This is an optimization exercise on Yosys and OpenROAD, whose aim is small area and a short achievable clock period, not a production implementation. In this exercise RTL edits were held to simulation tests only and were not proved equivalent to the original. No activity file was given, so power comes from the tool's default toggle rates.

==> inputs of 12-16 <==
==> flow/design.v (excerpt) <==
module fir_filter (
    input  logic        clk,
    input  logic        reset,
    input  logic [15:0] data_in,
    output logic [15:0] data_out
);
export LEC_CHECK = 0
export CAP_MARGIN = 20
export CORE_MARGIN = 2
export CORE_UTILIZATION = 60
export CTS_CLUSTER_DIAMETER = 120
export CTS_CLUSTER_SIZE = 30
export PLACE_DENSITY = 0.7
export SETUP_SLACK_MARGIN = 4.3
export SLEW_MARGIN = 20
create_clock -name core_clock -period 7.0 [get_ports {clk}]
standard.sh (not shown) runs the stock make flow with config.mk's settings and CLKGATE_MAP_FILE= SYNTH_SCRIPT=/design/flow/synth_recipe.tcl, a recipe that flattens the netlist after the stock synthesis.
==> flow/flow/run.sh <==
#!/bin/bash
# Own layout flow: the standard ORFS flow (standard.sh), with two changes:
#  - synthesis skips the fine-grained 'abc -fast' pre-mapping (see below), and after it
#    has written the netlist, flow/fixinv.py removes the inverters Yosys leaves around full adders
#    (a full adder is self-dual, so complementing all its pins keeps its function);
#    registers are not touched;
#  - extra ORFS settings exported from flow/env.sh (port buffer cell etc.).
# Each tool's output goes to a log file in this folder (ORFS keeps its own per-step
# logs under orfs/logs).
set -euo pipefail
HERE=$(pwd)
# The standard flow's synthesis script, with Yosys's fine-grained 'abc -fast' pre-mapping skipped
# (-noabc), so the explicit full adders of the RTL reach extract_fa as written; the
# final ABC mapping of synth.tcl still runs. Registers are mapped exactly as before.
sed '1s/yosys synth -nofsm -noshare/yosys synth -nofsm -noshare -noabc/' synth_recipe.tcl > my_synth.tcl
grep -q -- '-noabc' my_synth.tcl
cat >> my_synth.tcl <<EOS
exec python3 $HERE/flow/fixinv.py \$::env(RESULTS_DIR)/1_2_yosys.v \$::env(RESULTS_DIR)/1_2_yosys.v 2> $HERE/fixinv.log
EOS
sed "s#SYNTH_SCRIPT=[^ ]*#SYNTH_SCRIPT=$HERE/my_synth.tcl#" standard.sh > my_standard.sh
if [[ -f flow/env.sh ]]; then source flow/env.sh; fi
bash my_standard.sh > flow_make.log 2>&1
Other scripts of this flow, unchanged in this note and not shown: flow/flow/env.sh, flow/flow/fixinv.py
==> 07-19 (differences from 12-16) <==
--- a/flow/design.v
+++ b/flow/design.v
@@ -5,13 +5,14 @@
     output logic [15:0] data_out
 );
 logic [15:0] x[8:0];
 logic [16:0] p1, p2, p3, p4;
 logic [8:0] p0lo;
 logic [7:0] x9h;
-wire [7:0] p0 = p0lo[7:0];
+wire [8:0] p0hi;
+wire [16:0] p0 = {p0hi, p0lo[7:0]};
 logic [112:0] s0;
 logic [44:0] s1;
 wire pa1_g0_0 = x[0][0] & x[7][0];
 wire pa1_p0 = x[0][0] ^ x[7][0];
 wire pa1_g1_0 = x[0][1] & x[7][1];
 wire pa1_p1 = x[0][1] ^ x[7][1];
@@ -504,12 +505,65 @@
 wire pa0_s3 = pa0_p3 ^ pa0_G5;
 wire pa0_s4 = pa0_p4 ^ pa0_G6;
 wire pa0_s5 = pa0_p5 ^ pa0_G9;
 wire pa0_s6 = pa0_p6 ^ pa0_G10;
 wire pa0_s7 = pa0_p7 ^ pa0_G11;
 wire [8:0] p0lo_d = {pa0_G12, pa0_s7, pa0_s6, pa0_s5, pa0_s4, pa0_s3, pa0_s2, pa0_s1, pa0_p0};
+wire pb0_g0_0 = x[0][8] & x9h[0];
+wire pb0_p0 = x[0][8] ^ x9h[0];
+wire pb0_g1_0 = x[0][9] & x9h[1];
+wire pb0_p1 = x[0][9] ^ x9h[1];
+wire pb0_g2_0 = x[0][10] & x9h[2];
+wire pb0_p2 = x[0][10] ^ x9h[2];
+wire pb0_g3_0 = x[0][11] & x9h[3];
+wire pb0_p3 = x[0][11] ^ x9h[3];
+wire pb0_g4_0 = x[0][12] & x9h[4];
+wire pb0_p4 = x[0][12] ^ x9h[4];
+wire pb0_g5_0 = x[0][13] & x9h[5];
+wire pb0_p5 = x[0][13] ^ x9h[5];
+wire pb0_g6_0 = x[0][14] & x9h[6];
+wire pb0_p6 = x[0][14] ^ x9h[6];
+wire pb0_g7_0 = x[0][15] & x9h[7];
+wire pb0_p7 = x[0][15] ^ x9h[7];
+wire pb0_g0_c = pb0_g0_0 | (pb0_p0 & p0lo[8]);
+wire pb0_G1 = pb0_g7_0 | (pb0_p7 & pb0_g6_0);
+wire pb0_P1 = pb0_p7 & pb0_p6;
+wire pb0_G2 = pb0_g6_0 | (pb0_p6 & pb0_g5_0);
+wire pb0_P2 = pb0_p6 & pb0_p5;
+wire pb0_G3 = pb0_g5_0 | (pb0_p5 & pb0_g4_0);
+wire pb0_P3 = pb0_p5 & pb0_p4;
+wire pb0_G4 = pb0_g4_0 | (pb0_p4 & pb0_g3_0);
+wire pb0_P4 = pb0_p4 & pb0_p3;
+wire pb0_G5 = pb0_g3_0 | (pb0_p3 & pb0_g2_0);
+wire pb0_P5 = pb0_p3 & pb0_p2;
+wire pb0_G6 = pb0_g2_0 | (pb0_p2 & pb0_g1_0);
+wire pb0_P6 = pb0_p2 & pb0_p1;
+wire pb0_G7 = pb0_g1_0 | (pb0_p1 & pb0_g0_c);
+wire pb0_G8 = pb0_G1 | (pb0_P1 & pb0_G3);
+wire pb0_P8 = pb0_P1 & pb0_P3;
+wire pb0_G9 = pb0_G2 | (pb0_P2 & pb0_G4);
+wire pb0_P9 = pb0_P2 & pb0_P4;
+wire pb0_G10 = pb0_G3 | (pb0_P3 & pb0_G5);
+wire pb0_P10 = pb0_P3 & pb0_P5;
+wire pb0_G11 = pb0_G4 | (pb0_P4 & pb0_G6);
+wire pb0_P11 = pb0_P4 & pb0_P6;
+wire pb0_G12 = pb0_G5 | (pb0_P5 & pb0_G7);
+wire pb0_G13 = pb0_G6 | (pb0_P6 & pb0_g0_c);
+wire pb0_G14 = pb0_G8 | (pb0_P8 & pb0_G12);
+wire pb0_G15 = pb0_G9 | (pb0_P9 & pb0_G13);
+wire pb0_G16 = pb0_G10 | (pb0_P10 & pb0_G7);
+wire pb0_G17 = pb0_G11 | (pb0_P11 & pb0_g0_c);
+wire pb0_s0 = pb0_p0 ^ p0lo[8];
+wire pb0_s1 = pb0_p1 ^ pb0_g0_c;
+wire pb0_s2 = pb0_p2 ^ pb0_G7;
+wire pb0_s3 = pb0_p3 ^ pb0_G13;
+wire pb0_s4 = pb0_p4 ^ pb0_G12;
+wire pb0_s5 = pb0_p5 ^ pb0_G17;
+wire pb0_s6 = pb0_p6 ^ pb0_G16;
+wire pb0_s7 = pb0_p7 ^ pb0_G15;
+assign p0hi = {pb0_G14, pb0_s7, pb0_s6, pb0_s5, pb0_s4, pb0_s3, pb0_s2, pb0_s1, pb0_s0};
 wire w1 = 1'b1 ^ p0[0] ^ p2[0];
 wire w2 = (1'b1 & p0[0]) | (1'b1 & p2[0]) | (p0[0] & p2[0]);
 wire w3 = p4[0] ^ ~p1[0] ^ w1;
 wire w4 = (p4[0] & ~p1[0]) | (p4[0] & w1) | (~p1[0] & w1);
 wire w5 = 1'b1 ^ p0[1] ^ p2[1];
 wire w6 = (1'b1 & p0[1]) | (1'b1 & p2[1]) | (p0[1] & p2[1]);
Settings changed: SETUP_SLACK_MARGIN 4.3 to 4.45.
==> 04-14 (differences from 12-16) <==
--- a/flow/design.v
+++ b/flow/design.v
@@ -5,13 +5,14 @@
     output logic [15:0] data_out
 );
 logic [15:0] x[8:0];
 logic [16:0] p1, p2, p3, p4;
 logic [8:0] p0lo;
 logic [7:0] x9h;
-wire [7:0] p0 = p0lo[7:0];
+wire [8:0] p0hi;
+wire [16:0] p0 = {p0hi, p0lo[7:0]};
 logic [112:0] s0;
 logic [44:0] s1;
 wire pa1_g0_0 = x[0][0] & x[7][0];
 wire pa1_p0 = x[0][0] ^ x[7][0];
 wire pa1_g1_0 = x[0][1] & x[7][1];
 wire pa1_p1 = x[0][1] ^ x[7][1];
@@ -504,12 +505,65 @@
 wire pa0_s3 = pa0_p3 ^ pa0_G5;
 wire pa0_s4 = pa0_p4 ^ pa0_G6;
 wire pa0_s5 = pa0_p5 ^ pa0_G9;
 wire pa0_s6 = pa0_p6 ^ pa0_G10;
 wire pa0_s7 = pa0_p7 ^ pa0_G11;
 wire [8:0] p0lo_d = {pa0_G12, pa0_s7, pa0_s6, pa0_s5, pa0_s4, pa0_s3, pa0_s2, pa0_s1, pa0_p0};
+wire pb0_g0_0 = x[0][8] & x9h[0];
+wire pb0_p0 = x[0][8] ^ x9h[0];
+wire pb0_g1_0 = x[0][9] & x9h[1];
+wire pb0_p1 = x[0][9] ^ x9h[1];
+wire pb0_g2_0 = x[0][10] & x9h[2];
+wire pb0_p2 = x[0][10] ^ x9h[2];
+wire pb0_g3_0 = x[0][11] & x9h[3];
+wire pb0_p3 = x[0][11] ^ x9h[3];
+wire pb0_g4_0 = x[0][12] & x9h[4];
+wire pb0_p4 = x[0][12] ^ x9h[4];
+wire pb0_g5_0 = x[0][13] & x9h[5];
+wire pb0_p5 = x[0][13] ^ x9h[5];
+wire pb0_g6_0 = x[0][14] & x9h[6];
+wire pb0_p6 = x[0][14] ^ x9h[6];
+wire pb0_g7_0 = x[0][15] & x9h[7];
+wire pb0_p7 = x[0][15] ^ x9h[7];
+wire pb0_g0_c = pb0_g0_0 | (pb0_p0 & p0lo[8]);
+wire pb0_G1 = pb0_g7_0 | (pb0_p7 & pb0_g6_0);
+wire pb0_P1 = pb0_p7 & pb0_p6;
+wire pb0_G2 = pb0_g6_0 | (pb0_p6 & pb0_g5_0);
+wire pb0_P2 = pb0_p6 & pb0_p5;
+wire pb0_G3 = pb0_g5_0 | (pb0_p5 & pb0_g4_0);
+wire pb0_P3 = pb0_p5 & pb0_p4;
+wire pb0_G4 = pb0_g4_0 | (pb0_p4 & pb0_g3_0);
+wire pb0_P4 = pb0_p4 & pb0_p3;
+wire pb0_G5 = pb0_g3_0 | (pb0_p3 & pb0_g2_0);
+wire pb0_P5 = pb0_p3 & pb0_p2;
+wire pb0_G6 = pb0_g2_0 | (pb0_p2 & pb0_g1_0);
+wire pb0_P6 = pb0_p2 & pb0_p1;
+wire pb0_G7 = pb0_g1_0 | (pb0_p1 & pb0_g0_c);
+wire pb0_G8 = pb0_G1 | (pb0_P1 & pb0_G3);
+wire pb0_P8 = pb0_P1 & pb0_P3;
+wire pb0_G9 = pb0_G2 | (pb0_P2 & pb0_G4);
+wire pb0_P9 = pb0_P2 & pb0_P4;
+wire pb0_G10 = pb0_G3 | (pb0_P3 & pb0_G5);
+wire pb0_P10 = pb0_P3 & pb0_P5;
+wire pb0_G11 = pb0_G4 | (pb0_P4 & pb0_G6);
+wire pb0_P11 = pb0_P4 & pb0_P6;
+wire pb0_G12 = pb0_G5 | (pb0_P5 & pb0_G7);
+wire pb0_G13 = pb0_G6 | (pb0_P6 & pb0_g0_c);
+wire pb0_G14 = pb0_G8 | (pb0_P8 & pb0_G12);
+wire pb0_G15 = pb0_G9 | (pb0_P9 & pb0_G13);
+wire pb0_G16 = pb0_G10 | (pb0_P10 & pb0_G7);
+wire pb0_G17 = pb0_G11 | (pb0_P11 & pb0_g0_c);
+wire pb0_s0 = pb0_p0 ^ p0lo[8];
+wire pb0_s1 = pb0_p1 ^ pb0_g0_c;
+wire pb0_s2 = pb0_p2 ^ pb0_G7;
+wire pb0_s3 = pb0_p3 ^ pb0_G13;
+wire pb0_s4 = pb0_p4 ^ pb0_G12;
+wire pb0_s5 = pb0_p5 ^ pb0_G17;
+wire pb0_s6 = pb0_p6 ^ pb0_G16;
+wire pb0_s7 = pb0_p7 ^ pb0_G15;
+assign p0hi = {pb0_G14, pb0_s7, pb0_s6, pb0_s5, pb0_s4, pb0_s3, pb0_s2, pb0_s1, pb0_s0};
 wire w1 = 1'b1 ^ p0[0] ^ p2[0];
 wire w2 = (1'b1 & p0[0]) | (1'b1 & p2[0]) | (p0[0] & p2[0]);
 wire w3 = p4[0] ^ ~p1[0] ^ w1;
 wire w4 = (p4[0] & ~p1[0]) | (p4[0] & w1) | (~p1[0] & w1);
 wire w5 = 1'b1 ^ p0[1] ^ p2[1];
 wire w6 = (1'b1 & p0[1]) | (1'b1 & p2[1]) | (p0[1] & p2[1]);
==> run notes <==
Syn_area_per_cell: 12-16 16.0 µm²; 07-19 15.9 µm²; 04-14 15.9 µm²
Outcome: 12-16 complete, no violations; 07-19 complete, no violations; 04-14 complete, no violations
Maximum number of pins on one net before global-route repair: 12-16 164; 07-19 164; 04-14 64
Width of the die: 12-16 191 µm; 07-19 191 µm; 04-14 191 µm
Met3 wire len: 12-16 3750 µm; 07-19 4060 µm; 04-14 3650 µm
Tcrit/Tclk final: 12-16 0.387; 07-19 0.402; 04-14 0.391
Detailed route wirelength on metal2: 12-16 19500 µm; 07-19 20700 µm; 04-14 18800 µm
Post-cts repair resize count: 12-16 80; 07-19 173; 04-14 66
FF-to-FF End: 12-16 s0[46]; 07-19 p3[16]; 04-14 p3[16]
Area added between synthesis and finish: 12-16 7.34%; 07-19 13.5%; 04-14 8.19%
Static leakage power: 12-16 9.72 nW; 07-19 10.1 nW; 04-14 9.82 nW
Part of the total power dissipated in sequential elements: 12-16 0.321; 07-19 0.317; 04-14 0.329
Clock network fraction of design power: 12-16 0.097; 07-19 0.095; 04-14 0.099
Place WS: 12-16 3.80 ns; 07-19 3.83 ns; 04-14 3.79 ns
Count of non-filler cells in the finished layout: 12-16 1839; 07-19 1910; 04-14 1858
Transition time at the pin with the least slew margin: 12-16 0.888 ns; 07-19 0.896 ns; 04-14 0.748 ns

[static timing again, ports no longer ideal]
Ports are ideal in the flow. The routed layouts listed here were re-timed in OpenROAD.
Step 1 (the two cells are an assumption about what drives the block):
set clk [get_ports {clk}]
set_driving_cell -lib_cell sky130_fd_sc_hd__clkbuf_16 $clk
set_driving_cell -lib_cell sky130_fd_sc_hd__buf_2 [delete_from_list [all_inputs] $clk]
Step 2, shift: input delay + t, output delay - t, t = (earliest + latest rising clock arrival at the registers) / 2. This alone moves slack from input paths to output paths.
a / b / c = ideal / step 1 / step 2; a / b = the first two.
run	t (ns)	setup WS [ns]	worst setup path after step 2	worst register clock-pin slew, ns	pins driven straight from the clock port
12-16	0.580	4.291 / 4.291 / 3.813	input to register	0.12 / 0.12	1
07-19	0.577	4.185 / 4.185 / 3.938	input to register	0.11 / 0.11	1
04-14	0.572	4.263 / 4.263 / 3.829	input to register	0.11 / 0.11	1
After both steps setup and hold are still met in every run listed. The setup slack of 12-16, which loses most, moves by 0.000 ns with the drivers and by -0.478 ns with both steps.
